What follows belongs to an exercise in optimizing a design on an open flow for small area and a short achievable clock period; a production flow would make more cautious choices.
RTL that was checked went through simulation tests only; none was proved equivalent to the original.
The RTL of runs 1 and 2 was laid out without a check of its function.
Power is estimated from default activity; no workload was simulated.

--- flow/run.sh ---
#!/bin/bash
# Standard layout with two changes:
#  - synthesis without full/half-adder cell extraction (ADDER_MAP_FILE empty), so ABC maps all logic;
#  - after the placement resize step, flip-flops with large fanout get the x4 drive.
# make's output goes to make_*.log here; ORFS writes each tool's log under orfs/logs/.
set -euo pipefail
here=$(pwd)
export UPSIZE_FLOP_FANOUT=${UPSIZE_FLOP_FANOUT:-8}
bash standard.sh ADDER_MAP_FILE= synth > make_synth.log 2>&1
bash standard.sh ADDER_MAP_FILE= POST_RESIZE_TCL=$here/flow/upsize_flops.tcl finish > make_finish.log 2>&1
--- flow/upsize_flops.tcl ---
# Flip-flops whose output drives many pins get a stronger drive (same function, same name).
set n 0
foreach inst [get_cells *] {
  set ref [get_property $inst ref_name]
  if {$ref ne "sky130_fd_sc_hd__dfxtp_1"} { continue }
  set q [get_pins -of_objects $inst -filter "direction == output"]
  set loads [llength [get_pins -of_objects [get_nets -of_objects $q] -filter "direction == input"]]
  if {$loads >= $::env(UPSIZE_FLOP_FANOUT)} {
    replace_cell $inst sky130_fd_sc_hd__dfxtp_4
    incr n
  }
}
puts "upsize_flops: $n flip-flops resized"
--- standard.sh ---
#!/bin/bash
# synth_recipe.tcl (not shown) runs the flow's synth.tcl, then flattens the netlist and writes it again
# the make line also repeats each setting of config.mk as NAME=value (left out here)
make -C /OpenROAD-flow-scripts/flow DESIGN_CONFIG=/design/flow/config.mk WORK_HOME=/design/flow/orfs CLKGATE_MAP_FILE= SYNTH_SCRIPT=/design/flow/synth_recipe.tcl "${@:-finish}"
--- config.mk ---
export PLATFORM = sky130hd
export DESIGN_NAME = alu_top
export DESIGN_NICKNAME = alu_top
export VERILOG_FILES = /design/flow/design.v
export SDC_FILE = /design/flow/constraint.sdc
export NUM_CORES = 4
export LEC_CHECK = 0
export ABC_AREA = 1
export CAP_MARGIN = 20
export CORE_MARGIN = 2
export CORE_UTILIZATION = 40
export GPL_TIMING_DRIVEN = 0
export SLEW_MARGIN = 20
--- constraint.sdc ---
create_clock -name core_clock -period 25.0 [get_ports {clk}]
set_input_delay 5.0000 -clock core_clock [delete_from_list [all_inputs] [get_ports {clk}]]
set_output_delay 5.0000 -clock core_clock [all_outputs]
set_load 0.01 [all_outputs]
--- design.v ---
module alu_top (
    input             clk,
    input      [7:0]  a,
    input      [7:0]  b,
    input      [3:0]  command,
    input             en,
    output reg [15:0] out
);
    reg  [7:0]  a_q, b_q;
    reg  [3:0]  command_q;
    reg         en_q;
    wire [15:0] alu_out;
    always @(posedge clk) begin
        a_q       <= a;
        b_q       <= b;
        command_q <= command;
        en_q      <= en;
        out       <= alu_out;
    end
    alu u_alu (.a(a_q), .b(b_q), .command(command_q), .en(en_q), .out(alu_out));
endmodule

module alu (
	input [7:0] a, b,
	input [3:0] command,
	input en,
	output [15:0] out
);
wire T0 = (command[2:0] == 3'd2) | (command[2:0] == 3'd3) | (command[2:0] == 3'd4) | (command[2:0] == 3'd6);
wire T1 = (command[2:0] == 3'd1) | (command[2:0] == 3'd2) | (command[2:0] == 3'd5);
wire T2 = (command[2:0] == 3'd1) | (command[2:0] == 3'd2) | (command[2:0] == 3'd5) | (command[2:0] == 3'd7);
wire T3 = (command[2:0] == 3'd0) | (command[2:0] == 3'd1) | (command[2:0] == 3'd4) | (command[2:0] == 3'd6) | (command[2:0] == 3'd7);
wire [7:0] r_log;
assign r_log[0] = a[0] ? (b[0] ? T3 : T2) : (b[0] ? T1 : T0);
assign r_log[1] = a[1] ? (b[1] ? T3 : T2) : (b[1] ? T1 : T0);
assign r_log[2] = a[2] ? (b[2] ? T3 : T2) : (b[2] ? T1 : T0);
assign r_log[3] = a[3] ? (b[3] ? T3 : T2) : (b[3] ? T1 : T0);
assign r_log[4] = a[4] ? (b[4] ? T3 : T2) : (b[4] ? T1 : T0);
assign r_log[5] = a[5] ? (b[5] ? T3 : T2) : (b[5] ? T1 : T0);
assign r_log[6] = a[6] ? (b[6] ? T3 : T2) : (b[6] ? T1 : T0);
assign r_log[7] = a[7] ? (b[7] ? T3 : T2) : (b[7] ? T1 : T0);
wire log_hi = (command[2:0] == 3'd2) | (command[2:0] == 3'd3) | (command[2:0] == 3'd4) | (command[2:0] == 3'd6);
wire [7:0] x = a ^ {8{command[1] & ~command[0]}};
wire [7:0] y = (b & {8{~command[0]}}) | {8{command[1] & command[0]}};
wire [8:0] s = x + y + (command[1] ^ command[0]);
wire [15:0] r_arith = {{7{command[1] & ~s[8]}}, s[8] ^ command[1], s[7:0]};
wire pp0_0 = a[0] & b[0];
wire pp0_1 = a[0] & b[1];
wire pp0_2 = a[0] & b[2];
wire pp0_3 = a[0] & b[3];
wire pp0_4 = a[0] & b[4];
wire pp0_5 = a[0] & b[5];
wire pp0_6 = a[0] & b[6];
wire pp0_7 = a[0] & b[7];
wire pp1_0 = a[1] & b[0];
wire pp1_1 = a[1] & b[1];
wire pp1_2 = a[1] & b[2];
wire pp1_3 = a[1] & b[3];
wire pp1_4 = a[1] & b[4];
wire pp1_5 = a[1] & b[5];
wire pp1_6 = a[1] & b[6];
wire pp1_7 = a[1] & b[7];
wire pp2_0 = a[2] & b[0];
wire pp2_1 = a[2] & b[1];
wire pp2_2 = a[2] & b[2];
wire pp2_3 = a[2] & b[3];
wire pp2_4 = a[2] & b[4];
wire pp2_5 = a[2] & b[5];
wire pp2_6 = a[2] & b[6];
wire pp2_7 = a[2] & b[7];
wire pp3_0 = a[3] & b[0];
wire pp3_1 = a[3] & b[1];
wire pp3_2 = a[3] & b[2];
wire pp3_3 = a[3] & b[3];
wire pp3_4 = a[3] & b[4];
wire pp3_5 = a[3] & b[5];
wire pp3_6 = a[3] & b[6];
wire pp3_7 = a[3] & b[7];
wire pp4_0 = a[4] & b[0];
wire pp4_1 = a[4] & b[1];
wire pp4_2 = a[4] & b[2];
wire pp4_3 = a[4] & b[3];
wire pp4_4 = a[4] & b[4];
wire pp4_5 = a[4] & b[5];
wire pp4_6 = a[4] & b[6];
wire pp4_7 = a[4] & b[7];
wire pp5_0 = a[5] & b[0];
wire pp5_1 = a[5] & b[1];
wire pp5_2 = a[5] & b[2];
wire pp5_3 = a[5] & b[3];
wire pp5_4 = a[5] & b[4];
wire pp5_5 = a[5] & b[5];
wire pp5_6 = a[5] & b[6];
wire pp5_7 = a[5] & b[7];
wire pp6_0 = a[6] & b[0];
wire pp6_1 = a[6] & b[1];
wire pp6_2 = a[6] & b[2];
wire pp6_3 = a[6] & b[3];
wire pp6_4 = a[6] & b[4];
wire pp6_5 = a[6] & b[5];
wire pp6_6 = a[6] & b[6];
wire pp6_7 = a[6] & b[7];
wire pp7_0 = a[7] & b[0];
wire pp7_1 = a[7] & b[1];
wire pp7_2 = a[7] & b[2];
wire pp7_3 = a[7] & b[3];
wire pp7_4 = a[7] & b[4];
wire pp7_5 = a[7] & b[5];
wire pp7_6 = a[7] & b[6];
wire pp7_7 = a[7] & b[7];
wire hs1 = pp0_6 ^ pp1_5;
wire hc2 = pp0_6 & pp1_5;
wire fs3 = pp0_7 ^ pp1_6 ^ pp2_5;
wire fc4 = (pp0_7 & pp1_6) | (pp0_7 & pp2_5) | (pp1_6 & pp2_5);
wire hs5 = pp3_4 ^ pp4_3;
wire hc6 = pp3_4 & pp4_3;
wire fs7 = pp1_7 ^ pp2_6 ^ pp3_5;
wire fc8 = (pp1_7 & pp2_6) | (pp1_7 & pp3_5) | (pp2_6 & pp3_5);
wire hs9 = pp4_4 ^ pp5_3;
wire hc10 = pp4_4 & pp5_3;
wire fs11 = pp2_7 ^ pp3_6 ^ pp4_5;
wire fc12 = (pp2_7 & pp3_6) | (pp2_7 & pp4_5) | (pp3_6 & pp4_5);
wire hs13 = pp0_4 ^ pp1_3;
wire hc14 = pp0_4 & pp1_3;
wire fs15 = pp0_5 ^ pp1_4 ^ pp2_3;
wire fc16 = (pp0_5 & pp1_4) | (pp0_5 & pp2_3) | (pp1_4 & pp2_3);
wire hs17 = pp3_2 ^ pp4_1;
wire hc18 = pp3_2 & pp4_1;
wire fs19 = hs1 ^ pp2_4 ^ pp3_3;
wire fc20 = (hs1 & pp2_4) | (hs1 & pp3_3) | (pp2_4 & pp3_3);
wire fs21 = pp4_2 ^ pp5_1 ^ pp6_0;
wire fc22 = (pp4_2 & pp5_1) | (pp4_2 & pp6_0) | (pp5_1 & pp6_0);
wire fs23 = fs3 ^ hs5 ^ pp5_2;
wire fc24 = (fs3 & hs5) | (fs3 & pp5_2) | (hs5 & pp5_2);
wire fs25 = pp6_1 ^ pp7_0 ^ hc2;
wire fc26 = (pp6_1 & pp7_0) | (pp6_1 & hc2) | (pp7_0 & hc2);
wire fs27 = fs7 ^ hs9 ^ pp6_2;
wire fc28 = (fs7 & hs9) | (fs7 & pp6_2) | (hs9 & pp6_2);
wire fs29 = pp7_1 ^ fc4 ^ hc6;
wire fc30 = (pp7_1 & fc4) | (pp7_1 & hc6) | (fc4 & hc6);
wire fs31 = fs11 ^ pp5_4 ^ pp6_3;
wire fc32 = (fs11 & pp5_4) | (fs11 & pp6_3) | (pp5_4 & pp6_3);
wire fs33 = pp7_2 ^ fc8 ^ hc10;
wire fc34 = (pp7_2 & fc8) | (pp7_2 & hc10) | (fc8 & hc10);
wire fs35 = pp3_7 ^ pp4_6 ^ pp5_5;
wire fc36 = (pp3_7 & pp4_6) | (pp3_7 & pp5_5) | (pp4_6 & pp5_5);
wire fs37 = pp6_4 ^ pp7_3 ^ fc12;
wire fc38 = (pp6_4 & pp7_3) | (pp6_4 & fc12) | (pp7_3 & fc12);
wire fs39 = pp4_7 ^ pp5_6 ^ pp6_5;
wire fc40 = (pp4_7 & pp5_6) | (pp4_7 & pp6_5) | (pp5_6 & pp6_5);
wire hs41 = pp0_3 ^ pp1_2;
wire hc42 = pp0_3 & pp1_2;
wire fs43 = hs13 ^ pp2_2 ^ pp3_1;
wire fc44 = (hs13 & pp2_2) | (hs13 & pp3_1) | (pp2_2 & pp3_1);
wire fs45 = fs15 ^ hs17 ^ pp5_0;
wire fc46 = (fs15 & hs17) | (fs15 & pp5_0) | (hs17 & pp5_0);
wire fs47 = fs19 ^ fs21 ^ fc16;
wire fc48 = (fs19 & fs21) | (fs19 & fc16) | (fs21 & fc16);
wire fs49 = fs23 ^ fs25 ^ fc20;
wire fc50 = (fs23 & fs25) | (fs23 & fc20) | (fs25 & fc20);
wire fs51 = fs27 ^ fs29 ^ fc24;
wire fc52 = (fs27 & fs29) | (fs27 & fc24) | (fs29 & fc24);
wire fs53 = fs31 ^ fs33 ^ fc28;
wire fc54 = (fs31 & fs33) | (fs31 & fc28) | (fs33 & fc28);
wire fs55 = fs35 ^ fs37 ^ fc32;
wire fc56 = (fs35 & fs37) | (fs35 & fc32) | (fs37 & fc32);
wire fs57 = fs39 ^ pp7_4 ^ fc36;
wire fc58 = (fs39 & pp7_4) | (fs39 & fc36) | (pp7_4 & fc36);
wire fs59 = pp5_7 ^ pp6_6 ^ pp7_5;
wire fc60 = (pp5_7 & pp6_6) | (pp5_7 & pp7_5) | (pp6_6 & pp7_5);
wire hs61 = pp0_2 ^ pp1_1;
wire hc62 = pp0_2 & pp1_1;
wire fs63 = hs41 ^ pp2_1 ^ pp3_0;
wire fc64 = (hs41 & pp2_1) | (hs41 & pp3_0) | (pp2_1 & pp3_0);
wire fs65 = fs43 ^ pp4_0 ^ hc42;
wire fc66 = (fs43 & pp4_0) | (fs43 & hc42) | (pp4_0 & hc42);
wire fs67 = fs45 ^ hc14 ^ fc44;
wire fc68 = (fs45 & hc14) | (fs45 & fc44) | (hc14 & fc44);
wire fs69 = fs47 ^ hc18 ^ fc46;
wire fc70 = (fs47 & hc18) | (fs47 & fc46) | (hc18 & fc46);
wire fs71 = fs49 ^ fc22 ^ fc48;
wire fc72 = (fs49 & fc22) | (fs49 & fc48) | (fc22 & fc48);
wire fs73 = fs51 ^ fc26 ^ fc50;
wire fc74 = (fs51 & fc26) | (fs51 & fc50) | (fc26 & fc50);
wire fs75 = fs53 ^ fc30 ^ fc52;
wire fc76 = (fs53 & fc30) | (fs53 & fc52) | (fc30 & fc52);
wire fs77 = fs55 ^ fc34 ^ fc54;
wire fc78 = (fs55 & fc34) | (fs55 & fc54) | (fc34 & fc54);
wire fs79 = fs57 ^ fc38 ^ fc56;
wire fc80 = (fs57 & fc38) | (fs57 & fc56) | (fc38 & fc56);
wire fs81 = fs59 ^ fc40 ^ fc58;
wire fc82 = (fs59 & fc40) | (fs59 & fc58) | (fc40 & fc58);
wire fs83 = pp6_7 ^ pp7_6 ^ fc60;
wire fc84 = (pp6_7 & pp7_6) | (pp6_7 & fc60) | (pp7_6 & fc60);
wire [15:0] m_x = {1'b0, pp7_7, fs83, fs81, fs79, fs77, fs75, fs73, fs71, fs69, fs67, fs65, fs63, hs61, pp0_1, pp0_0};
wire [15:0] m_y = {1'b0, fc84, fc82, fc80, fc78, fc76, fc74, fc72, fc70, fc68, fc66, fc64, hc62, pp2_0, pp1_0, 1'b0};
wire p85 = pp0_1 ^ pp1_0;
wire p86 = hs61 ^ pp2_0;
wire p87 = fs63 ^ hc62;
wire p88 = fs65 ^ fc64;
wire p89 = fs67 ^ fc66;
wire p90 = fs69 ^ fc68;
wire p91 = fs71 ^ fc70;
wire p92 = fs73 ^ fc72;
wire p93 = fs75 ^ fc74;
wire p94 = fs77 ^ fc76;
wire p95 = fs79 ^ fc78;
wire p96 = fs81 ^ fc80;
wire p97 = fs83 ^ fc82;
wire p98 = pp7_7 ^ fc84;
wire E99 = p86 & p85;
wire V100 = p86 ? pp0_1 : hs61;
wire E101 = p87 & E99;
wire V102 = p87 ? V100 : fs63;
wire E103 = p88 & E101;
wire V104 = p88 ? V102 : fs65;
wire E105 = p89 & E103;
wire V106 = p89 ? V104 : fs67;
wire E107 = p90 & E105;
wire V108 = p90 ? V106 : fs69;
wire E109 = p91 & E107;
wire V110 = p91 ? V108 : fs71;
wire E111 = p92 & E109;
wire V112 = p92 ? V110 : fs73;
wire E113 = p93 & E111;
wire V114 = p93 ? V112 : fs75;
wire E115 = p94 & E113;
wire V116 = p94 ? V114 : fs77;
wire E117 = p95 & E115;
wire V118 = p95 ? V116 : fs79;
wire E119 = p96 & E117;
wire V120 = p96 ? V118 : fs81;
wire E121 = p97 & E119;
wire V122 = p97 ? V120 : fs83;
wire E123 = p98 & E121;
wire V124 = p98 ? V122 : pp7_7;
wire E125 = 1'b0 & E123;
wire V126 = 1'b0 ? V124 : 1'b0;
wire sm127 = p85;
wire sm128 = p86 ^ (~p85 & pp0_1);
wire sm129 = p87 ^ (~E99 & V100);
wire sm130 = p88 ^ (~E101 & V102);
wire sm131 = p89 ^ (~E103 & V104);
wire sm132 = p90 ^ (~E105 & V106);
wire sm133 = p91 ^ (~E107 & V108);
wire sm134 = p92 ^ (~E109 & V110);
wire sm135 = p93 ^ (~E111 & V112);
wire sm136 = p94 ^ (~E113 & V114);
wire sm137 = p95 ^ (~E115 & V116);
wire sm138 = p96 ^ (~E117 & V118);
wire sm139 = p97 ^ (~E119 & V120);
wire sm140 = p98 ^ (~E121 & V122);
wire sm141 = 1'b0 ^ (~E123 & V124);
wire [15:0] r_mul = {sm141, sm140, sm139, sm138, sm137, sm136, sm135, sm134, sm133, sm132, sm131, sm130, sm129, sm128, sm127, pp0_0};
wire bnz = |b;
wire e142 = a[7] ~^ b[0];
wire ge143 = e142 | a[7];
wire d144 = ~e142;
wire c145 = ge143 & (b <= 8'd1);
wire q7 = c145;
wire s146 = ~c145;
wire s147 = c145;
wire r148 = (s146 & a[7]) | (s147 & d144);
wire e149 = a[6] ~^ b[0];
wire e150 = r148 ~^ b[1];
wire E151 = e150 & e149;
wire V152 = e150 ? a[6] : r148;
wire ge153 = E151 | V152;
wire d154 = ~e149;
wire d155 = e150 ^ (e149 | a[6]);
wire c156 = ge153 & (b <= 8'd3);
wire q6 = c156;
wire s157 = ~c156;
wire s158 = c156;
wire r159 = (s157 & a[6]) | (s158 & d154);
wire r160 = (s157 & r148) | (s158 & d155);
wire e161 = a[5] ~^ b[0];
wire e162 = r159 ~^ b[1];
wire e163 = r160 ~^ b[2];
wire E164 = e162 & e161;
wire V165 = e162 ? a[5] : r159;
wire E166 = e163 & E164;
wire V167 = e163 ? V165 : r160;
wire ge168 = E166 | V167;
wire d169 = ~e161;
wire d170 = e162 ^ (e161 | a[5]);
wire d171 = e163 ^ (E164 | V165);
wire c172 = ge168 & (b <= 8'd7);
wire q5 = c172;
wire s173 = ~c172;
wire s174 = c172;
wire r175 = (s173 & a[5]) | (s174 & d169);
wire r176 = (s173 & r159) | (s174 & d170);
wire r177 = (s173 & r160) | (s174 & d171);
wire e178 = a[4] ~^ b[0];
wire e179 = r175 ~^ b[1];
wire e180 = r176 ~^ b[2];
wire e181 = r177 ~^ b[3];
wire E182 = e179 & e178;
wire V183 = e179 ? a[4] : r175;
wire E184 = e180 & E182;
wire V185 = e180 ? V183 : r176;
wire E186 = e181 & E184;
wire V187 = e181 ? V185 : r177;
wire ge188 = E186 | V187;
wire d189 = ~e178;
wire d190 = e179 ^ (e178 | a[4]);
wire d191 = e180 ^ (E182 | V183);
wire d192 = e181 ^ (E184 | V185);
wire c193 = ge188 & (b <= 8'd15);
wire q4 = c193;
wire s194 = ~c193;
wire s195 = c193;
wire r196 = (s194 & a[4]) | (s195 & d189);
wire r197 = (s194 & r175) | (s195 & d190);
wire r198 = (s194 & r176) | (s195 & d191);
wire r199 = (s194 & r177) | (s195 & d192);
wire e200 = a[3] ~^ b[0];
wire e201 = r196 ~^ b[1];
wire e202 = r197 ~^ b[2];
wire e203 = r198 ~^ b[3];
wire e204 = r199 ~^ b[4];
wire E205 = e201 & e200;
wire V206 = e201 ? a[3] : r196;
wire E207 = e202 & E205;
wire V208 = e202 ? V206 : r197;
wire E209 = e203 & E207;
wire V210 = e203 ? V208 : r198;
wire E211 = e204 & E209;
wire V212 = e204 ? V210 : r199;
wire ge213 = E211 | V212;
wire d214 = ~e200;
wire d215 = e201 ^ (e200 | a[3]);
wire d216 = e202 ^ (E205 | V206);
wire d217 = e203 ^ (E207 | V208);
wire d218 = e204 ^ (E209 | V210);
wire c219 = ge213 & (b <= 8'd31);
wire q3 = c219;
wire s220 = ~c219;
wire s221 = c219;
wire r222 = (s220 & a[3]) | (s221 & d214);
wire r223 = (s220 & r196) | (s221 & d215);
wire r224 = (s220 & r197) | (s221 & d216);
wire r225 = (s220 & r198) | (s221 & d217);
wire r226 = (s220 & r199) | (s221 & d218);
wire e227 = a[2] ~^ b[0];
wire e228 = r222 ~^ b[1];
wire e229 = r223 ~^ b[2];
wire e230 = r224 ~^ b[3];
wire e231 = r225 ~^ b[4];
wire e232 = r226 ~^ b[5];
wire E233 = e228 & e227;
wire V234 = e228 ? a[2] : r222;
wire E235 = e229 & E233;
wire V236 = e229 ? V234 : r223;
wire E237 = e230 & E235;
wire V238 = e230 ? V236 : r224;
wire E239 = e231 & E237;
wire V240 = e231 ? V238 : r225;
wire E241 = e232 & E239;
wire V242 = e232 ? V240 : r226;
wire ge243 = E241 | V242;
wire d244 = ~e227;
wire d245 = e228 ^ (e227 | a[2]);
wire d246 = e229 ^ (E233 | V234);
wire d247 = e230 ^ (E235 | V236);
wire d248 = e231 ^ (E237 | V238);
wire d249 = e232 ^ (E239 | V240);
wire c250 = ge243 & (b <= 8'd63);
wire q2 = c250;
wire s251 = ~c250;
wire s252 = c250;
wire r253 = (s251 & a[2]) | (s252 & d244);
wire r254 = (s251 & r222) | (s252 & d245);
wire r255 = (s251 & r223) | (s252 & d246);
wire r256 = (s251 & r224) | (s252 & d247);
wire r257 = (s251 & r225) | (s252 & d248);
wire r258 = (s251 & r226) | (s252 & d249);
wire e259 = a[1] ~^ b[0];
wire e260 = r253 ~^ b[1];
wire e261 = r254 ~^ b[2];
wire e262 = r255 ~^ b[3];
wire e263 = r256 ~^ b[4];
wire e264 = r257 ~^ b[5];
wire e265 = r258 ~^ b[6];
wire E266 = e260 & e259;
wire V267 = e260 ? a[1] : r253;
wire E268 = e261 & E266;
wire V269 = e261 ? V267 : r254;
wire E270 = e262 & E268;
wire V271 = e262 ? V269 : r255;
wire E272 = e263 & E270;
wire V273 = e263 ? V271 : r256;
wire E274 = e264 & E272;
wire V275 = e264 ? V273 : r257;
wire E276 = e265 & E274;
wire V277 = e265 ? V275 : r258;
wire ge278 = E276 | V277;
wire d279 = ~e259;
wire d280 = e260 ^ (e259 | a[1]);
wire d281 = e261 ^ (E266 | V267);
wire d282 = e262 ^ (E268 | V269);
wire d283 = e263 ^ (E270 | V271);
wire d284 = e264 ^ (E272 | V273);
wire d285 = e265 ^ (E274 | V275);
wire c286 = ge278 & (b <= 8'd127);
wire q1 = c286;
wire s287 = ~c286;
wire s288 = c286;
wire r289 = (s287 & a[1]) | (s288 & d279);
wire r290 = (s287 & r253) | (s288 & d280);
wire r291 = (s287 & r254) | (s288 & d281);
wire r292 = (s287 & r255) | (s288 & d282);
wire r293 = (s287 & r256) | (s288 & d283);
wire r294 = (s287 & r257) | (s288 & d284);
wire r295 = (s287 & r258) | (s288 & d285);
wire e296 = a[0] ~^ b[0];
wire e297 = r289 ~^ b[1];
wire e298 = r290 ~^ b[2];
wire e299 = r291 ~^ b[3];
wire e300 = r292 ~^ b[4];
wire e301 = r293 ~^ b[5];
wire e302 = r294 ~^ b[6];
wire e303 = r295 ~^ b[7];
wire E304 = e297 & e296;
wire V305 = e297 ? a[0] : r289;
wire E306 = e298 & E304;
wire V307 = e298 ? V305 : r290;
wire E308 = e299 & E306;
wire V309 = e299 ? V307 : r291;
wire E310 = e300 & E308;
wire V311 = e300 ? V309 : r292;
wire E312 = e301 & E310;
wire V313 = e301 ? V311 : r293;
wire E314 = e302 & E312;
wire V315 = e302 ? V313 : r294;
wire E316 = e303 & E314;
wire V317 = e303 ? V315 : r295;
wire ge318 = E316 | V317;
wire c319 = ge318;
wire q0 = c319;
wire [15:0] r_div = {8'd0, {q7,q6,q5,q4,q3,q2,q1,q0} & {8{bnz}}};
reg [15:0] o;
always @(*) begin
	case (command)
	4'd0, 4'd1, 4'd2, 4'd3: o = r_arith;
	4'd4: o = r_mul;
	4'd5: o = r_div;
	4'd6: o = {7'd0, a, 1'b0};
	4'd7: o = {9'd0, a[7:1]};
	default: o = {{8{log_hi}}, r_log};
	endcase
end
assign out = en ? o : 16'd0;
endmodule
==> impl_metrics.csv, run 1 <==
group,metric,value,unit
outcome,outcome,"timing/DRC/antenna clean",
timing,fin_tns_setup,0,ns
detailed_routing,drt-total-wl,16.9,mm
floorplanning,coreArea,12700,sq um
worst_setup_path,critPathMaxFanout,9,
logic_synthesis,synth_top_area_share,22.7,%
logic_synthesis,ys_seq_area_share,14.1,%
logic_synthesis,ys_warn_count,2,
timing,slew_violations,0,
worst_setup_path,crit_buf_inv,9,
place,placed_area,5850,sq um
worst_hold_path,hold_path_class,"flop to flop",
global_routing,antenna_found_initial,0,
logic_synthesis,synth_top_family_by_area,"simple AND/OR/NAND/NOR gates",
cts,cts_resized,0,
worst_setup_path,cp.required,25.24,ns
timing,setup_viol_count_final,0,
final_layout,mostFrequentLayoutCells,"nand2_1 (318), inv_1 (114), nor2_1 (88)",
worst_setup_path,critical_path_class,"flop to flop",
detailed_routing,num_vias,6067,
floorplanning,die_w,119,um
cts,htreeDepth,2,
final_layout,final_nets,1030,
logic_synthesis,synth_top_area_cell,"nand2_1",
worst_setup_path,cp_num_cells,68,
floorplanning,start_util,41.4,%
worst_setup_path,start_kind,"flop",
cts,cts_setup_buffers,0,
logic_synthesis,syn_area_per_cell,5.46,sq um
pwr,clkPwrFrac,21.6,%
detailed_routing,via_per_inst,5.14,
logic_synthesis,syn_inst,964,
timing,finClkSkew,0.0146,ns
place,gp_congestion,0.956,
global_routing,grt_usage,24.7,%
worst_setup_path,crit_path_top_delay_cell,"dfxtp_1",
worst_setup_path,crit_end,"out[0]",
timing,rsz0062_at_grt,"no",
flow_run,drv_cap,0,
floorplanning,die-area,14100,sq um
worst_setup_path,crit_top_cell,"nand2_1",
worst_setup_path,r2r_end,"out[0]",
floorplanning,ioPinCount,38,
timing,maxSlewHeadroom,44.9,%
final_layout,nFillCells,1477,
place,io_buffers,37,
cts,clk_latency,0.30,ns
logic_synthesis,synth-simple-area-share,46.6,%
cts,cts_hold_buf,0,
cts,clock_sinks,37,
logic_synthesis,synthAdderAreaFrac,0,%
cts,cts_tree,"yes",
final_layout,drive_above_1_share,9.12,%
timing,max_freq,155,MHz
final_layout,layout_commonest_cell,"nand2_1",
logic_synthesis,synthFlopType,"dfxtp_1",
global_routing,grt_pass1_vias,5549,
timing,hold_viol_final,0,
detailed_routing,drtAntennaViolNets,0,
pwr,p_sw,140,uW
worst_setup_path,worstSetupStartpoint,"b_q[4]",
logic_synthesis,syn_nets,986,
logic_synthesis,ys_ff_latch,37,
floorplanning,num_rows,41,
final_layout,syn_to_final_growth,13.9,%
timing,worst_pin_slew,0.806,ns
floorplanning,die_h,119,um
logic_synthesis,synth_edf_count,0,
pwr,p_leak,0.00309,uW
pwr,p_per_area,50.7,nW/um^2
global_routing,grt_max_degree,14,
pwr,p_comb_share,56.5,%
pwr,p_seq_share,21.8,%
worst_setup_path,cpPeakStageDelay,0.54,ns
cts,cts_root_buffer,"clkbuf_16",
global_routing,grt_first_pass_wirelength,28.0,mm
worst_setup_path,cp_top_family,"simple AND/OR/NAND/NOR gates",
logic_synthesis,synth_xor_xnor_area_share,11.1,%
worst_setup_path,worstReg2RegStart,"b_q[4]",
cts,cts_max_path_buffers,2,
final_layout,multi_input_area,3930,sq um
logic_synthesis,synthMuxAreaShare,0,%
detailed_routing,drt_first_pass_iters,6,
logic_synthesis,ys_top_cells_by_area,"nand2_1 (23%), dfxtp_1 (14%), xor2_1 (8.3%)",
timing,min_period,6.46,ns
final_layout,diodes,0,
worst_setup_path,ff2ff_setup_slack,18.54,ns
timing,post-route-period-util,25.8,%
logic_synthesis,syn_area,5270,sq um
pwr,intPower,164,uW
worst_setup_path,end_kind,"flop",
detailed_routing,drt_first_iter_violations,501,
cts,clkTransAtPathRegs,0.07,ns
logic_synthesis,async_reset_ff_share,0,%
pwr,ir_worst_vdd,32.1,uV
detailed_routing,wl_per_cell,14.3,um
place,hpwl,13.3,mm
logic_synthesis,synth_compound_area_share,16.8,%
logic_synthesis,synth_cell_types,44,
worst_setup_path,r2r_cells,68,
detailed_routing,drc_errors,0,
cts,cts-buffers-inserted,5,
worst_setup_path,crit_arrival,6.69,ns
pwr,switching_share,46.1,%
global_routing,grt-ovfl-total,0,
final_layout,fin_area,6000,sq um
final_layout,seqCellArea,741,sq um
## through the flow
stage | power, uW | util [%] | std cells | setup WS (ns) | hold slack [ns]
floorplan | 198 | - | 964 | 19.67 | 0.434
detailed placement | 238 | 46.0 | 1173 | 18.57 | 0.514
global placement | 237 | 46.0 | 1173 | 18.58 | 0.500
finish | 304 | 47.2 | 1181 | 18.54 | 0.516
global route | 334 | 47.2 | 1181 | 17.77 | 0.545
CTS | 305 | 47.2 | 1181 | 18.54 | 0.525
## power by group through the flow
stage	sequential, uW	combinational [uW]	clock (uW)
after floorplan	68.0	130	0
after global placement	67.6	169	0
after detailed placement	67.6	170	0
after CTS	66.3	171	67.9
after global routing	66.9	197	70.1
final	66.4	172	65.7
## Yosys cell counts, types with 6 or more instances
cell / count
nand2_4: 12
nand2_2: 22
nand4_1: 6
xor2_1: 50
nand3_2: 12
nor2_1: 88
inv_2: 15
a21oi_1: 52
o22ai_1: 10
or2_2: 11
xnor2_1: 17
nand3_1: 61
nand2_1: 318
dfxtp_1: 37
inv_1: 114
a31oi_1: 8
clkbuf_1: 19
o21ai_0: 60
## metal layers
layer | routed length, um | GRT usage [%]
met3 | 1350 | 5.16
met5 | 0 | 0
met4 | 415 | 6.77
met1 | 7720 | 33.6
met2 | 7410 | 39.4
## worst min path at each step
stage / from / endpoint / slack (ns) / depth (start not counted)
2_1_floorplan: en_q / out[8] / 0.43 / 2
3_3_place_gp: en_q / out[8] / 0.50 / 2
3_5_place_dp: en_q / out[8] / 0.51 / 2
4_1_cts: en_q / out[8] / 0.52 / 2
5_1_grt: en_q / out[8] / 0.54 / 2
6_report: en_q / out[8] / 0.52 / 2
## state kept, by name (all words and copies together), names as in the netlist
register and cells:
a_q 8, command_q 4, out 16, b_q 8, en_q 1
## cell families (layout without fill, tap and decap cells)
kind of cell           after synthesis  after routing
buffers and inverters              157            202
XOR/XNOR                            67             67
AO/OA/AOI/OAI                      157            157
flip-flops                          37             37
AND/OR/NAND/NOR                    546            546
## worst min-delay path: stages, from the launching register on
cell	delay, ns
dfxtp_1	0.36
nand2_1	0.09
inv_1	0.03
## final cells by class
cell class | count | share of cell area, %
clock inverter | 3 | 0.375
buffer | 28 | 1.92
clock buffer | 5 | 2.09
timing repair buffer | 37 | 6.17
inverter | 129 | 8.07
tap | 172 | 3.59
multi-input combinational | 770 | 65.5
sequential | 37 | 12.3
==> run 2, diff against run 1 <==
==> flow/run.sh (replaced) <==
#!/bin/bash
# Standard layout with these changes:
#  - synthesis without full/half-adder cell extraction (ADDER_MAP_FILE empty), so ABC maps all logic;
#  - port buffers chosen in flow/ports.tcl instead of the default (DONT_BUFFER_PORTS=1 stops the
#    flow's own call; ports.tcl runs just before it, at the start of global placement);
#  - after the placement resize step, flip-flops with large fanout get the x4 drive.
# make's output goes to make_*.log here; ORFS writes each tool's log under orfs/logs/.
set -euo pipefail
here=$(pwd)
export UPSIZE_FLOP_FANOUT=${UPSIZE_FLOP_FANOUT:-8}
bash standard.sh ADDER_MAP_FILE= synth > make_synth.log 2>&1
bash standard.sh ADDER_MAP_FILE= DONT_BUFFER_PORTS=1 PRE_GLOBAL_PLACE_TCL=$here/flow/ports.tcl \
  POST_RESIZE_TCL=$here/flow/upsize_flops.tcl finish > make_finish.log 2>&1
==> flow/ports.tcl (new file) <==
# Port buffers: the smallest buffer on inputs (they have most of the cycle to spare) and a
# faster one on outputs. Every input and output port still gets its own buffer.
buffer_ports -inputs -buffer_cell sky130_fd_sc_hd__buf_1
buffer_ports -outputs -buffer_cell sky130_fd_sc_hd__buf_2
==> run 2 against run 1 <==
First-iteration DRC count is 3.6% lower. Combinational power is 3% lower. Setup slack better by 0.015 ns. Clock skew is 0.0035 ns lower. Via count is 0.73% lower. Largest power group unchanged. Highest routed layer unchanged.
==> impl_metrics.csv, run 2 <==
group,metric,value,unit
logic_synthesis,synthTopCellsByCount,"nand2_1 (318), inv_1 (114), nor2_1 (88)",
floorplanning,die-area,14100,sq um
detailed_routing,num_vias,6023,
global_routing,grt_pass1_vias,5385,
worst_setup_path,crit_top_cell,"nand2_1",
logic_synthesis,syn_area_per_cell,5.46,sq um
pwr,ir_worst_vdd,40.0,uV
timing,worst_pin_slew,0.828,ns
logic_synthesis,synthMuxAreaShare,0,%
pwr,p_comb_share,55.7,%
timing,fin_ws,18.56,ns
cts,clk_latency,0.31,ns
timing,slew_violations,0,
worst_setup_path,end_kind,"flop",
final_layout,nFillCells,1466,
pwr,p_total,300,uW
logic_synthesis,synth_edf_count,0,
pwr,p_leak,0.00306,uW
worst_setup_path,cpPeakStageDelay,0.42,ns
outcome,outcome,"timing/DRC/antenna clean",
logic_synthesis,ys_top_cells_by_area,"nand2_1 (23%), dfxtp_1 (14%), xor2_1 (8.3%)",
detailed_routing,drc_errors,0,
logic_synthesis,synthAdderAreaFrac,0,%
logic_synthesis,synth_compound_area_share,16.8,%
cts,htreeDepth,2,
logic_synthesis,async_reset_ff_share,0,%
timing,hold_viol_final,0,
floorplanning,start_util,41.4,%
logic_synthesis,synth_top_family_by_area,"simple AND/OR/NAND/NOR gates",
global_routing,grt_first_pass_wirelength,27.1,mm
worst_setup_path,critical_path_class,"flop to flop",
worst_setup_path,crit_arrival,6.68,ns
worst_setup_path,critPathMaxFanout,9,
worst_hold_path,hold_depth,2,
cts,cts_resized,0,
cts,clock_sinks,37,
floorplanning,die_h,119,um
pwr,intPower,159,uW
worst_setup_path,start_kind,"flop",
timing,min_period,6.44,ns
logic_synthesis,ys_seq_area_share,14.1,%
logic_synthesis,syn_inst,964,
logic_synthesis,synth_xor_xnor_area_share,11.1,%
timing,setup_viol_count_final,0,
cts,cts_max_path_buffers,2,
worst_setup_path,worstReg2RegStart,"b_q[4]",
global_routing,grt_usage,24.1,%
final_layout,largest_reg_flops,16,
floorplanning,ioPinCount,38,
pwr,p_seq_share,22.1,%
worst_setup_path,worstSetupStartpoint,"b_q[4]",
logic_synthesis,ys_warn_count,2,
logic_synthesis,synthFlopType,"dfxtp_1",
final_layout,multi_input_area,3930,sq um
place,gp_congestion,0.953,
detailed_routing,via_per_inst,5.10,
worst_hold_path,min_from,"en_q",
timing,rsz0062_at_grt,"no",
final_layout,diodes,0,
timing,max_freq,155,MHz
worst_hold_path,min_to,"out[8]",
global_routing,grt_max_degree,14,
cts,cts_setup_buffers,0,
place,io_buffers,37,
final_layout,reg.largest.list,"out: 16 flops, a_q: 8 flops, b_q: 8 flops",
final_layout,fin_util,45.5,%
detailed_routing,drt-total-wl,16.8,mm
global_routing,antenna_found_initial,0,
worst_setup_path,cp.required,25.24,ns
logic_synthesis,syn_nets,986,
logic_synthesis,synth_top_area_share,22.7,%
worst_setup_path,ff2ff_setup_slack,18.56,ns
final_layout,syn_to_final_growth,9.90,%
pwr,clkPwrFrac,22.2,%
detailed_routing,wl_per_cell,14.3,um
global_routing,grt-ovfl-total,0,
logic_synthesis,synth_cell_types,44,
flow_run,drv_cap,0,
floorplanning,num_rows,41,
final_layout,drive_above_1_share,10.7,%
floorplanning,die_w,119,um
worst_hold_path,hold_path_class,"flop to flop",
final_layout,seqCellArea,741,sq um
timing,timing.hold.ws,0.513,ns
timing,maxSlewHeadroom,43.3,%
pwr,p_sw,141,uW
logic_synthesis,syn_area,5270,sq um
place,hpwl,13.0,mm
pwr,switching_share,46.9,%
logic_synthesis,ys_ff_latch,37,
worst_setup_path,r2r_end,"out[0]",
final_layout,regMostFlops,"out",
timing,post-route-period-util,25.8,%
worst_setup_path,crit_path_top_delay_cell,"dfxtp_1",
final_layout,final_nets,1030,
detailed_routing,drtAntennaViolNets,0,
logic_synthesis,synth-simple-area-share,46.6,%
cts,cts_tree,"yes",
place,place_ws,18.59,ns
floorplanning,coreArea,12700,sq um
cts,cts_hold_buf,0,
logic_synthesis,yosysMostFrequentCell,"nand2_1",
detailed_routing,drt_first_pass_iters,5,
pwr,p_per_area,51.8,nW/um^2
final_layout,layout_commonest_cell,"nand2_1",
timing,finClkSkew,0.0111,ns
cts,cts_root_buffer,"clkbuf_16",
cts,clkTransAtPathRegs,0.07,ns
final_layout,mostFrequentLayoutCells,"nand2_1 (318), inv_1 (114), nor2_1 (88)",
timing,fin_tns_setup,0,ns
worst_setup_path,r2r_cells,67,
cts,cts-buffers-inserted,5,
detailed_routing,drt_first_iter_violations,483,
logic_synthesis,synth_top_area_cell,"nand2_1",
## run 2: cell counts after synthesis
No cell type changed its count.
## run 2: cell type report
cell class	count	area share, %
inverter	129	8.36
buffer	28	1.99
tap	172	3.72
timing repair buffer	37	2.74
clock inverter	3	0.389
clock buffer	5	2.16
multi-input combinational	770	67.8
sequential	37	12.8
## run 2: cells by family after synthesis
| family | Yosys count |
|---|---|
| simple gates | 546 |
| compound gates | 157 |
| buf+inv | 157 |
| xor+xnor | 67 |
| flops | 37 |
## run 2: metrics by stage
| stage | instance area [sq um] | instances |
|---|---|---|
| after floorplan | 5270 | 964 |
| after global placement | 5640 | 1173 |
| after detailed placement | 5640 | 1173 |
| after CTS | 5790 | 1181 |
| after global routing | 5790 | 1181 |
| final | 5790 | 1181 |
## run 2: how the worst max path moves through the flow
stage	endpoint	cells past startpoint
5_1_grt	out[0]	66
6_report	out[0]	67
3_3_place_gp	out[0]	66
4_1_cts	out[0]	66
3_5_place_dp	out[0]	67
2_1_floorplan	out[0]	0
## run 2: power groups by stage
stage          clock, uW  combinational, uW  sequential, uW
6_report            66.7                167            66.2
4_1_cts             68.5                166            66.2
3_5_place_dp           0                165            67.5
3_3_place_gp           0                164            67.5
2_1_floorplan          0                130            68.0
5_1_grt             70.4                189            66.7
## run 2: per-layer routing
layer | global-route usage, % | share of wire [%] | vias up | wire, um
met5 | 0 | 0 | - | 0
met4 | 9.23 | 3.0 | 0 | 497
met3 | 5.98 | 7.9 | 49 | 1320
met2 | 37.8 | 43 | 207 | 7310
met1 | 31.7 | 46 | 2614 | 7700
li1 | - | - | 3153 | -
## run 2: critical path, delay by kind of cell (launching register included)
kind	cells	cell delay, ns
simple gates	59	5.16
buf+inv	7	0.59
flops	1	0.42
compound gates	1	0.18
==> run 3, diff against run 2 <==
--- a/design.v
+++ b/design.v
@@ -376,69 +376,81 @@
 wire r256 = (s251 & r224) | (s252 & d247);
 wire r257 = (s251 & r225) | (s252 & d248);
 wire r258 = (s251 & r226) | (s252 & d249);
-wire e259 = a[1] ~^ b[0];
-wire e260 = r253 ~^ b[1];
-wire e261 = r254 ~^ b[2];
-wire e262 = r255 ~^ b[3];
-wire e263 = r256 ~^ b[4];
-wire e264 = r257 ~^ b[5];
-wire e265 = r258 ~^ b[6];
-wire E266 = e260 & e259;
-wire V267 = e260 ? a[1] : r253;
-wire E268 = e261 & E266;
-wire V269 = e261 ? V267 : r254;
-wire E270 = e262 & E268;
-wire V271 = e262 ? V269 : r255;
-wire E272 = e263 & E270;
-wire V273 = e263 ? V271 : r256;
-wire E274 = e264 & E272;
-wire V275 = e264 ? V273 : r257;
-wire E276 = e265 & E274;
-wire V277 = e265 ? V275 : r258;
-wire ge278 = E276 | V277;
-wire d279 = ~e259;
-wire d280 = e260 ^ (e259 | a[1]);
-wire d281 = e261 ^ (E266 | V267);
-wire d282 = e262 ^ (E268 | V269);
-wire d283 = e263 ^ (E270 | V271);
-wire d284 = e264 ^ (E272 | V273);
-wire d285 = e265 ^ (E274 | V275);
-wire c286 = ge278 & (b <= 8'd127);
-wire q1 = c286;
-wire s287 = ~c286;
-wire s288 = c286;
-wire r289 = (s287 & a[1]) | (s288 & d279);
-wire r290 = (s287 & r253) | (s288 & d280);
-wire r291 = (s287 & r254) | (s288 & d281);
-wire r292 = (s287 & r255) | (s288 & d282);
-wire r293 = (s287 & r256) | (s288 & d283);
-wire r294 = (s287 & r257) | (s288 & d284);
-wire r295 = (s287 & r258) | (s288 & d285);
-wire e296 = a[0] ~^ b[0];
-wire e297 = r289 ~^ b[1];
-wire e298 = r290 ~^ b[2];
-wire e299 = r291 ~^ b[3];
-wire e300 = r292 ~^ b[4];
-wire e301 = r293 ~^ b[5];
-wire e302 = r294 ~^ b[6];
-wire e303 = r295 ~^ b[7];
-wire E304 = e297 & e296;
-wire V305 = e297 ? a[0] : r289;
-wire E306 = e298 & E304;
-wire V307 = e298 ? V305 : r290;
-wire E308 = e299 & E306;
-wire V309 = e299 ? V307 : r291;
-wire E310 = e300 & E308;
-wire V311 = e300 ? V309 : r292;
-wire E312 = e301 & E310;
-wire V313 = e301 ? V311 : r293;
-wire E314 = e302 & E312;
-wire V315 = e302 ? V313 : r294;
-wire E316 = e303 & E314;
-wire V317 = e303 ? V315 : r295;
-wire ge318 = E316 | V317;
-wire c319 = ge318;
-wire q0 = c319;
+wire e259 = a[0] ~^ b[0];
+wire e260 = a[1] ~^ b[1];
+wire e261 = r253 ~^ b[2];
+wire e262 = r254 ~^ b[3];
+wire e263 = r255 ~^ b[4];
+wire e264 = r256 ~^ b[5];
+wire e265 = r257 ~^ b[6];
+wire e266 = r258 ~^ b[7];
+wire E267 = e260 & e259;
+wire V268 = e260 ? a[0] : a[1];
+wire E269 = e261 & E267;
+wire V270 = e261 ? V268 : r253;
+wire E271 = e262 & E269;
+wire V272 = e262 ? V270 : r254;
+wire E273 = e263 & E271;
+wire V274 = e263 ? V272 : r255;
+wire E275 = e264 & E273;
+wire V276 = e264 ? V274 : r256;
+wire E277 = e265 & E275;
+wire V278 = e265 ? V276 : r257;
+wire E279 = e266 & E277;
+wire V280 = e266 ? V278 : r258;
+wire ge281 = E279 | V280;
+wire c282 = ge281;
+wire e283 = ~a[0];
+wire e284 = a[1] ~^ b[0];
+wire e285 = r253 ~^ b[1];
+wire e286 = r254 ~^ b[2];
+wire e287 = r255 ~^ b[3];
+wire e288 = r256 ~^ b[4];
+wire e289 = r257 ~^ b[5];
+wire e290 = r258 ~^ b[6];
+wire E291 = e284 & e283;
+wire V292 = e284 ? a[0] : a[1];
+wire E293 = e285 & E291;
+wire V294 = e285 ? V292 : r253;
+wire E295 = e286 & E293;
+wire V296 = e286 ? V294 : r254;
+wire E297 = e287 & E295;
+wire V298 = e287 ? V296 : r255;
+wire E299 = e288 & E297;
+wire V300 = e288 ? V298 : r256;
+wire E301 = e289 & E299;
+wire V302 = e289 ? V300 : r257;
+wire E303 = e290 & E301;
+wire V304 = e290 ? V302 : r258;
+wire ge305 = E303 | V304;
+wire c306 = ge305 & (b <= 8'd127);
+wire [10:0] b3 = 3 * {3'b0, b};
+wire e307 = a[0] ~^ b3[0];
+wire e308 = a[1] ~^ b3[1];
+wire e309 = r253 ~^ b3[2];
+wire e310 = r254 ~^ b3[3];
+wire e311 = r255 ~^ b3[4];
+wire e312 = r256 ~^ b3[5];
+wire e313 = r257 ~^ b3[6];
+wire e314 = r258 ~^ b3[7];
+wire E315 = e308 & e307;
+wire V316 = e308 ? a[0] : a[1];
+wire E317 = e309 & E315;
+wire V318 = e309 ? V316 : r253;
+wire E319 = e310 & E317;
+wire V320 = e310 ? V318 : r254;
+wire E321 = e311 & E319;
+wire V322 = e311 ? V320 : r255;
+wire E323 = e312 & E321;
+wire V324 = e312 ? V322 : r256;
+wire E325 = e313 & E323;
+wire V326 = e313 ? V324 : r257;
+wire E327 = e314 & E325;
+wire V328 = e314 ? V326 : r258;
+wire ge329 = E327 | V328;
+wire c330 = ge329 & (b <= 8'd85);
+wire q1 = c306;
+wire q0 = (c306 ? c330 : c282);
 wire [15:0] r_div = {8'd0, {q7,q6,q5,q4,q3,q2,q1,q0} & {8{bnz}}};
 reg [15:0] o;
 always @(*) begin
--- a/config.mk
+++ b/config.mk
@@ -8,6 +8,6 @@
 export ABC_AREA = 1
 export CAP_MARGIN = 20
 export CORE_MARGIN = 2
-export CORE_UTILIZATION = 40
+export CORE_UTILIZATION = 65
 export GPL_TIMING_DRIVEN = 0
 export SLEW_MARGIN = 20
==> run 3 against run 2 <==
Sequential share of layout area up 0.089 points. Global-route usage up 14 points. Hold slack better by 0.055 ns. Utilization up 26 points. First-iteration DRC count down 3.3%. Count of clock-buffer cells in the layout unchanged.
==> impl_metrics.csv, run 3 <==
group,metric,value,unit
logic_synthesis,synth_cell_types,54,
final_layout,layout_commonest_cell,"nand2_1",
timing,slew_violations,0,
worst_hold_path,hold_path_class,"flop to flop",
detailed_routing,drt_first_pass_iters,6,
pwr,ir_worst_vdd,31.5,uV
floorplanning,die-area,9000,sq um
worst_setup_path,start_kind,"flop",
cts,cts_hold_buf,0,
worst_setup_path,crit_buf_inv,1,
timing,maxSlewHeadroom,37.4,%
cts,cts_max_path_buffers,2,
detailed_routing,drt-total-wl,16.4,mm
detailed_routing,wl_per_cell,14.7,um
logic_synthesis,syn_nets,994,
logic_synthesis,synth_top_area_cell,"nand2_1",
worst_hold_path,min_from,"en_q",
logic_synthesis,synthTopCellsByCount,"nand2_1 (293), inv_1 (126), nor2_1 (97)",
cts,cts_setup_buffers,0,
worst_setup_path,cp.required,20.00,ns
final_layout,nFillCells,830,
final_layout,regMostFlops,"out",
timing,rsz0062_at_grt,"no",
worst_setup_path,critical_path_class,"flop to primary output",
final_layout,final_nets,1038,
pwr,p_total,279,uW
worst_setup_path,ff2ff_setup_slack,19.72,ns
timing,fin_ws,19.25,ns
final_layout,fin_util,71.0,%
final_layout,syn_to_final_growth,7.11,%
timing,worst_pin_slew,0.936,ns
floorplanning,coreArea,8090,sq um
logic_synthesis,synthFlopType,"dfxtp_1",
detailed_routing,drc_errors,0,
cts,cts_resized,0,
cts,cts_root_buffer,"clkbuf_8",
floorplanning,start_util,66.3,%
floorplanning,num_rows,33,
final_layout,drive_above_1_share,10.0,%
final_layout,seqCellArea,741,sq um
worst_setup_path,cp_cell_sequence,"buf_2",
cts,cts-buffers-inserted,5,
timing,post-route-period-util,23.0,%
place,io_buffers,37,
logic_synthesis,ys_ff_latch,37,
logic_synthesis,syn_area_per_cell,5.52,sq um
logic_synthesis,syn_area,5370,sq um
timing,setup_viol_count_final,0,
global_routing,grt_usage,38.2,%
timing,hold_viol_final,0,
logic_synthesis,ys_seq_area_share,13.8,%
worst_setup_path,end_kind,"primary output",
worst_setup_path,cp_top_family,"flip-flops",
final_layout,multi_input_area,3970,sq um
worst_setup_path,worstReg2RegStart,"b_q[7]",
final_layout,reg.largest.list,"out: 16 flops, a_q: 8 flops, b_q: 8 flops",
place,hpwl,12.8,mm
timing,finClkSkew,0.0157,ns
cts,htreeDepth,2,
timing,min_period,5.75,ns
logic_synthesis,async_reset_ff_share,0,%
pwr,p_leak,0.00303,uW
worst_setup_path,critPathMaxFanout,1,
place,place_ws,19.58,ns
global_routing,grt-ovfl-total,0,
worst_hold_path,min_to,"out[8]",
logic_synthesis,ys_top_cells_by_area,"nand2_1 (20%), dfxtp_1 (14%), inv_1 (8.8%)",
worst_hold_path,hold_depth,2,
flow_run,drv_cap,0,
final_layout,diodes,0,
logic_synthesis,ys_warn_count,2,
worst_setup_path,r2r_end,"out[0]",
global_routing,grt_pass1_vias,5778,
logic_synthesis,synth_edf_count,0,
final_layout,largest_reg_flops,16,
global_routing,grt_first_pass_wirelength,26.8,mm
worst_setup_path,crit_arrival,0.75,ns
final_layout,mostFrequentLayoutCells,"nand2_1 (293), inv_1 (126), nor2_1 (97)",
worst_setup_path,r2r_cells,39,
detailed_routing,drtAntennaViolNets,0,
detailed_routing,num_vias,6333,
global_routing,grt_max_degree,13,
floorplanning,die_h,94.9,um
detailed_routing,drt_first_iter_violations,467,
floorplanning,die_w,94.9,um
cts,clkTransAtPathRegs,0.10,ns
global_routing,antenna_found_initial,0,
place,gp_congestion,1.01,
cts,clk_latency,0.32,ns
floorplanning,ioPinCount,38,
logic_synthesis,synth_top_area_share,20.5,%
cts,cts_tree,"yes",
logic_synthesis,yosysMostFrequentCell,"nand2_1",
timing,fin_tns_setup,0,ns
detailed_routing,via_per_inst,5.64,
worst_setup_path,cpPeakStageDelay,0.32,ns
logic_synthesis,syn_inst,972,
pwr,p_per_area,48.6,nW/um^2
worst_setup_path,crit_path_top_delay_cell,"dfxtp_1",
timing,max_freq,174,MHz
outcome,outcome,"timing/DRC/antenna clean",
cts,clock_sinks,37,
## run 3: changes by cell type after synthesis, moves of 7 or more
cell / previous run / this run
nor2_1: 88 / 97
inv_1: 114 / 126
a21oi_1: 52 / 60
nand2_2: 22 / 15
nand2_1: 318 / 293
## run 3: stage by stage
stage,hold WS (ns),instances,instance area [sq um]
2_1_floorplan,0.447,972,5370
3_3_place_gp,0.547,1114,5660
3_5_place_dp,0.531,1114,5660
4_1_cts,0.547,1122,5750
5_1_grt,0.575,1122,5750
6_report,0.568,1122,5750
## run 3: area by class of cell
cell class | instances | area share [%]
timing repair buffer | 37 | 2.76
multi-input combinational | 766 | 69.1
buffer | 30 | 2.44
clock buffer | 5 | 1.20
tap | 105 | 2.29
inverter | 139 | 9.08
sequential | 37 | 12.9
clock inverter | 3 | 0.305
## run 3: layer usage
metal / up-vias / part of all wire, % / global-route usage, %
li1: 3202 / - / -
met1: 2782 / 41 / 45.0
met2: 278 / 46 / 65.9
met3: 71 / 8.3 / 8.06
met4: 0 / 4.9 / 17.9
met5: - / 0 / 0
## run 3: logic make-up after synthesis
group | Yosys count | synth area share, %
and+or+nand+nor | 516 | 42.6
AOI/OAI and AO/OA | 175 | 19.0
buffers and inverters | 169 | 12.3
xor gates and xnor gates | 72 | 11.7
DFF | 37 | 13.8
adders and majority gates | 3 | 0.583
## run 3: power breakdown
| part | internal [uW] | switching (uW) | leakage [uW] |
|---|---|---|---|
| Clock | 19.3 | 26.6 | 0.0000439 |
| Sequential | 63.2 | 2.71 | 0.000310 |
| Combinational | 58.8 | 109 | 0.00267 |
| Total | 141 | 138 | 0.00303 |
## run 3: how the worst max path moves through the flow
stage	to	from	slack [ns]	depth (start not counted)
after floorplan	out[0]	out[0]	19.67	0
after global placement	out[1]	out[1]	19.59	1
after detailed placement	out[9]	out[9]	19.58	1
after CTS	out[9]	out[9]	19.25	1
after global routing	out[13]	out[13]	19.21	1
final	out[7]	out[7]	19.25	1
==> run 4, diff against run 3 <==
--- a/config.mk
+++ b/config.mk
@@ -8,6 +8,6 @@
 export ABC_AREA = 1
 export CAP_MARGIN = 20
 export CORE_MARGIN = 2
-export CORE_UTILIZATION = 65
+export CORE_UTILIZATION = 40
 export GPL_TIMING_DRIVEN = 0
 export SLEW_MARGIN = 20
==> run 4 against run 3 <==
Still clean on timing, DRC and antenna. Non-clock buffer count unchanged. Final cell count is 6.3% higher. Count of clock-buffer cells in the layout is the same. Critical path depth unchanged. Clock skew fell by 0.0095 ns. Clock power up 86%. Combinational power is essentially flat. Register-to-register slack barely moved. Critical path type unchanged. Critical endpoint is now out[4]. Largest power group unchanged.
==> impl_metrics.csv, run 4 <==
group,metric,value,unit
logic_synthesis,ys_seq_area_share,13.8,%
cts,cts_hold_buf,0,
cts,cts_resized,0,
logic_synthesis,yosysMostFrequentCell,"nand2_1",
cts,clock_sinks,37,
final_layout,largest_reg_flops,16,
worst_setup_path,cp.required,20.00,ns
detailed_routing,wl_per_cell,14.6,um
logic_synthesis,syn_area_per_cell,5.52,sq um
detailed_routing,via_per_inst,5.19,
floorplanning,die-area,14400,sq um
worst_setup_path,cpPeakStageDelay,0.31,ns
floorplanning,ioPinCount,38,
global_routing,antenna_found_initial,0,
final_layout,drive_above_1_share,10.0,%
detailed_routing,wl_met3,951,um
timing,slew_violations,0,
pwr,p_per_area,53.5,nW/um^2
logic_synthesis,syn_area,5370,sq um
flow_run,drv_cap,0,
detailed_routing,drt-total-wl,17.5,mm
final_layout,diodes,0,
global_routing,grt_first_pass_wirelength,28.8,mm
logic_synthesis,synthFlopType,"dfxtp_1",
floorplanning,die_w,120,um
timing,fin_tns_setup,0,ns
final_layout,reg.largest.list,"out: 16 flops, a_q: 8 flops, b_q: 8 flops",
final_layout,regMostFlops,"out",
logic_synthesis,synthTopCellsByCount,"nand2_1 (293), inv_1 (126), nor2_1 (97)",
logic_synthesis,ys_warn_count,2,
timing,finClkSkew,0.00626,ns
logic_synthesis,synth_cell_types,54,
timing,worst_pin_slew,0.924,ns
worst_setup_path,cp_cell_sequence,"buf_2",
worst_setup_path,crit_buf_inv,1,
cts,cts_root_buffer,"clkbuf_16",
place,gp_congestion,0.968,
worst_setup_path,start_kind,"flop",
worst_setup_path,critical_path_class,"flop to primary output",
outcome,outcome,"timing/DRC/antenna clean",
final_layout,nFillCells,1473,
logic_synthesis,syn_nets,994,
final_layout,mostFrequentLayoutCells,"nand2_1 (293), inv_1 (126), nor2_1 (97)",
floorplanning,start_util,40.7,%
final_layout,layout_commonest_cell,"nand2_1",
timing,setup_viol_count_final,0,
detailed_routing,dr_wl_met2,8.00,mm
timing,post-route-period-util,22.9,%
logic_synthesis,syn_inst,972,
logic_synthesis,synth_top_area_share,20.5,%
cts,cts-buffers-inserted,5,
worst_setup_path,critPathMaxFanout,1,
logic_synthesis,synth_edf_count,0,
place,hpwl,13.7,mm
cts,cts_tree,"yes",
worst_setup_path,cp_top_family,"flip-flops",
worst_hold_path,hold_path_class,"flop to flop",
timing,max_freq,175,MHz
final_layout,syn_to_final_growth,10.8,%
floorplanning,coreArea,13200,sq um
timing,rsz0062_at_grt,"no",
pwr,ir_worst_vdd,33.4,uV
worst_setup_path,end_kind,"primary output",
cts,cts_setup_buffers,0,
floorplanning,die_h,120,um
detailed_routing,num_vias,6195,
global_routing,grt_max_degree,14,
logic_synthesis,async_reset_ff_share,0,%
detailed_routing,highest_layer,"met4",
final_layout,final_nets,1038,
global_routing,grt_usage,25.2,%
detailed_routing,drt_first_pass_iters,5,
logic_synthesis,ys_ff_latch,37,
cts,clkTransAtPathRegs,0.06,ns
place,io_buffers,37,
detailed_routing,drtAntennaViolNets,0,
detailed_routing,drt_first_iter_violations,433,
cts,clk_latency,0.30,ns
worst_setup_path,crit_arrival,0.72,ns
detailed_routing,drc_errors,0,
logic_synthesis,ys_top_cells_by_area,"nand2_1 (20%), dfxtp_1 (14%), inv_1 (8.8%)",
place,place_inst,1185,
worst_setup_path,crit_path_top_delay_cell,"dfxtp_1",
timing,maxSlewHeadroom,38.2,%
final_layout,final_cells,1193,
timing,min_period,5.72,ns
global_routing,grt_pass1_vias,5837,
worst_setup_path,ff2ff_setup_slack,19.71,ns
cts,htreeDepth,2,
global_routing,grt-ovfl-total,0,
timing,hold_viol_final,0,
detailed_routing,wl_met1,7.95,mm
pwr,p_leak,0.00308,uW
floorplanning,num_rows,42,
logic_synthesis,synth_top_area_cell,"nand2_1",
cts,cts_max_path_buffers,2,
==> run 4: cell families (layout without fill, tap and decap cells) <==
logic type | count (synthesis) | in the layout | share of synthesized area [%]
simple gates | 516 | 516 | 42.6
buf+inv | 169 | 214 | 12.3
compound gates | 175 | 175 | 19.0
flops | 37 | 37 | 13.8
xor+xnor | 72 | 72 | 11.7
fa+ha+maj | 3 | 3 | 0.583
==> run 4: where the power goes <==
group | switching, uW | internal, uW
clock | 27.9 | 57.6
combinational | 107 | 58.8
sequential | 2.71 | 63.3
==> run 4: per-stage QoR <==
step / total power (uW) / setup WS (ns) / hold WS (ns) / cell area (sq um) / utilization, %
after floorplan: 195 / 19.67 / 0.447 / 5370 / -
after global placement: 231 / 19.59 / 0.554 / 5750 / 43.6
after detailed placement: 233 / 19.58 / 0.567 / 5750 / 43.6
after CTS: 319 / 19.26 / 0.569 / 5950 / 45.1
after global routing: 344 / 19.19 / 0.586 / 5950 / 45.1
final: 318 / 19.28 / 0.563 / 5950 / 45.1
==> run 4: layout make-up <==
type / instances / area (sq um) / area share, %
Buffer: 30 / 140 / 2.36
Inverter: 139 / 522 / 8.78
Tap cell: 176 / 220 / 3.70
Multi-Input combinational cell: 766 / 3970 / 66.8
Clock buffer: 5 / 125 / 2.10
Timing Repair Buffer: 37 / 159 / 2.67
Sequential cell: 37 / 741 / 12.5
Clock inverter: 3 / 68.8 / 1.16
==> run 4: per-layer routing <==
layer  track usage [%]  up-vias
li1                  -     3210
met1              32.6     2756
met2              42.3      189
met3              3.37       40
met4              10.1        0
met5                 0        -
==> run 4: final timing paths <==
kind                            startpoint  endpoint  depth (start not counted)
worst max-delay path                out[4]    out[4]                          1
worst min-delay path                  en_q    out[8]                          2
worst max register to register      b_q[7]    out[0]                         39
worst min register to register        en_q    out[8]                          2
==> run 5, diff against run 4 <==
==> flow/run.sh (replaced) <==
#!/bin/bash
# Standard layout with these changes:
#  - synthesis: no full/half-adder cell extraction (ADDER_MAP_FILE empty), so ABC maps all logic,
#    and ABC's area script is flow/abc_area.script (a copy of ORFS's scripts folder with that
#    one file replaced is used for the synthesis step only);
#  - port buffers chosen in flow/ports.tcl instead of the default (DONT_BUFFER_PORTS=1 stops the
#    flow's own call; ports.tcl runs just before it, at the start of global placement);
#  - after the placement resize step, flip-flops with large fanout get the x4 drive;
#  - clock tree: one level of buffers, no dummy loads.
# make's output goes to make_*.log here; ORFS writes each tool's log under orfs/logs/.
set -euo pipefail
here=$(pwd)
export UPSIZE_FLOP_FANOUT=${UPSIZE_FLOP_FANOUT:-8}
rm -rf "$here/synth_scripts"
cp -r "$FLOW_HOME/scripts" "$here/synth_scripts"
cp "$here/flow/abc_area.script" "$here/synth_scripts/abc_area.script"
bash standard.sh ADDER_MAP_FILE= SCRIPTS_DIR="$here/synth_scripts" synth > make_synth.log 2>&1
CTS="-root_buf sky130_fd_sc_hd__clkbuf_8 -buf_list sky130_fd_sc_hd__clkbuf_8 -sink_clustering_enable -sink_clustering_size 60 -sink_clustering_max_diameter 1000 -dont_use_dummy_load -repair_clock_nets"
bash standard.sh ADDER_MAP_FILE= DONT_BUFFER_PORTS=1 PRE_GLOBAL_PLACE_TCL="$here/flow/ports.tcl" \
  POST_RESIZE_TCL="$here/flow/upsize_flops.tcl" "CTS_ARGS=$CTS" finish > make_finish.log 2>&1
==> flow/abc_area.script (new file) <==
strash
dc2
balance
rewrite
refactor
balance
rewrite
rewrite -z
balance
refactor -z
rewrite -z
balance
dch
map -B 0.9
strash
dch
map -B 0.9
topo
stime -c
buffer -c
upsize -c
dnsize -c
--- a/config.mk
+++ b/config.mk
@@ -8,6 +8,6 @@
 export ABC_AREA = 1
 export CAP_MARGIN = 20
 export CORE_MARGIN = 2
-export CORE_UTILIZATION = 40
+export CORE_UTILIZATION = 60
 export GPL_TIMING_DRIVEN = 0
 export SLEW_MARGIN = 20
==> run 5 against run 4 <==
Wire length down 4.2%. First-iteration DRC count increased by 74%. Design area decreased by 8.4%. Die area down 36%. Critical path depth is the same. Sequential power barely moved. Clock skew rose by 0.0028 ns. Combinational power is 8% lower. Clock power down 52%.
==> impl_metrics.csv, run 5 <==
group,metric,value,unit
cts,clkTransAtPathRegs,0.08,ns
worst_setup_path,crit_buf_inv,1,
global_routing,grt_first_pass_wirelength,26.4,mm
floorplanning,ioPinCount,38,
outcome,outcome,"timing/DRC/antenna clean",
cts,cts_root_buffer,"clkbuf_8",
worst_setup_path,cp_cell_sequence,"buf_2",
floorplanning,num_rows,33,
cts,cts_setup_buffers,0,
floorplanning,start_util,61.9,%
final_layout,largest_reg_flops,16,
logic_synthesis,synthTopCellsByCount,"nand2_1 (311), inv_1 (102), nor2_1 (65)",
logic_synthesis,synth_edf_count,0,
final_layout,fin_area,5450,sq um
final_layout,drive_above_1_share,10.3,%
logic_synthesis,async_reset_ff_share,0,%
logic_synthesis,ys_warn_count,2,
worst_setup_path,worstReg2RegStart,"b_q[0]",
pwr,clkPwrFrac,15.9,%
floorplanning,die-area,9230,sq um
timing,rsz0062_at_grt,"no",
floorplanning,die_w,96.1,um
logic_synthesis,syn_area,5090,sq um
floorplanning,coreArea,8220,sq um
worst_hold_path,min_to,"out[13]",
worst_setup_path,r2r_end,"out[0]",
logic_synthesis,ys_top_cells_by_area,"nand2_1 (23%), dfxtp_1 (15%), inv_1 (7.5%)",
pwr,p_leak,0.00283,uW
pwr,p_total,259,uW
logic_synthesis,syn_area_per_cell,5.48,sq um
pwr,p_per_area,47.6,nW/um^2
worst_setup_path,r2r_cells,54,
detailed_routing,wl_met3,1.96,mm
pwr,intPower,135,uW
logic_synthesis,ys_seq_area_share,14.6,%
detailed_routing,drt_first_pass_iters,8,
detailed_routing,drtAntennaViolNets,0,
place,hpwl,12.9,mm
worst_hold_path,hold_path_class,"flop to flop",
worst_setup_path,critical_path_class,"flop to primary output",
logic_synthesis,synthMuxAreaShare,0,%
pwr,p_sw,125,uW
timing,min_period,5.73,ns
worst_setup_path,crit_arrival,0.73,ns
timing,setup_viol_count_final,0,
detailed_routing,via_per_inst,5.91,
logic_synthesis,synth_cell_types,47,
timing,maxSlewHeadroom,30.4,%
pwr,ir_worst_vdd,25.1,uV
worst_setup_path,cp_top_family,"flip-flops",
worst_setup_path,critPathMaxFanout,1,
worst_setup_path,crit_path_top_delay_cell,"dfxtp_1",
cts,clk_latency,0.30,ns
detailed_routing,dr_wl_met2,7.42,mm
pwr,switching_share,48.1,%
timing,slew_violations,0,
global_routing,antenna_found_initial,0,
cts,cts_max_path_buffers,2,
global_routing,grt-ovfl-total,0,
detailed_routing,highest_layer,"met4",
timing,hold_viol_final,0,
cts,cts-buffers-inserted,5,
logic_synthesis,synth_xor_xnor_area_share,11.0,%
place,placed_area,5380,sq um
timing,max_freq,174,MHz
logic_synthesis,yosysMostFrequentCell,"nand2_1",
final_layout,diodes,0,
detailed_routing,num_vias,6351,
place,gp_congestion,1.02,
detailed_routing,drt_first_iter_violations,754,
logic_synthesis,synth_top_area_share,22.9,%
cts,htreeDepth,2,
timing,post-route-period-util,22.9,%
final_layout,layout_commonest_cell,"nand2_1",
flow_run,drv_cap,0,
worst_setup_path,start_kind,"flop",
final_layout,final_nets,994,
logic_synthesis,synthFlopType,"dfxtp_1",
cts,cts_tree,"yes",
place,io_buffers,37,
worst_setup_path,end_kind,"primary output",
cts,clock_sinks,37,
detailed_routing,drt-total-wl,16.7,mm
pwr,p_comb_share,58.6,%
final_layout,regMostFlops,"out",
logic_synthesis,syn_inst,928,
worst_setup_path,cp.required,20.00,ns
timing,fin_tns_setup,0,ns
global_routing,grt_pass1_vias,5636,
logic_synthesis,synthAdderAreaFrac,0.197,%
logic_synthesis,synth_top_area_cell,"nand2_1",
global_routing,grt_max_degree,12,
pwr,p_seq_share,25.5,%
cts,cts_resized,0,
final_layout,syn_to_final_growth,7.06,%
logic_synthesis,synth_compound_area_share,19.2,%
global_routing,grt_usage,36.9,%
timing,worst_pin_slew,1.04,ns
floorplanning,die_h,96.1,um
worst_setup_path,cpPeakStageDelay,0.32,ns
final_layout,seqCellArea,741,sq um
final_layout,reg.largest.list,"out: 16 flops, a_q: 8 flops, b_q: 8 flops",
[run 5: metrics by stage]
stage	instances	worst slack (ns)	utilization [%]	hold slack, ns
finish	1075	19.27	66.3	0.585
global placement	1070	19.60	65.4	0.547
floorplan	928	19.67	-	0.446
detailed placement	1070	19.55	65.4	0.551
global route	1075	18.88	66.3	0.597
CTS	1075	19.26	66.3	0.575
[run 5: power by group through the flow]
stage | Sequential [uW] | Clock [uW] | Combinational, uW
finish | 66.1 | 41.3 | 152
global route | 66.6 | 42.8 | 171
CTS | 65.9 | 41.3 | 149
detailed placement | 67.3 | 0 | 148
global placement | 67.2 | 0 | 143
floorplan | 67.8 | 0 | 117
[run 5: layout make-up]
type,count,area share (%)
timing repair buffer,37,2.92
inverter,111,7.65
clock buffer,5,1.26
sequential,37,13.6
tap,105,2.41
buffer,28,2.25
multi-input combinational,752,69.9
[run 5: routing by layer]
layer | global-route usage (%) | up-vias
li1 | - | 3070
met1 | 46.8 | 2810
met2 | 59.9 | 393
met3 | 7.83 | 78
met4 | 16.8 | 0
met5 | 0 | -
[run 5: cells by family after synthesis]
logic type | Yosys count
AO/OA/AOI/OAI | 169
XOR/XNOR | 64
adder cells (fa/ha/maj) | 1
buffers and inverters | 139
flip-flops | 37
AND/OR/NAND/NOR | 518
[run 5: worst max path at each step]
stage | startpoint | endpoint | slack (ns) | depth (start not counted)
after detailed placement | b_q[4] | out[0] | 19.55 | 56
after global routing | b_q[0] | out[0] | 18.88 | 55
after global placement | out[2] | out[2] | 19.60 | 1
final | out[13] | out[13] | 19.27 | 1
after CTS | out[2] | out[2] | 19.26 | 1
after floorplan | out[0] | out[0] | 19.67 | 0
[run 5: worst register-to-register path: cells and delay by family (launching register included)]
family | cells | cell delay (ns)
AO/OA/AOI/OAI | 5 | 0.63
AND/OR/NAND/NOR | 44 | 3.86
flip-flops | 1 | 0.39
buffers and inverters | 5 | 0.59
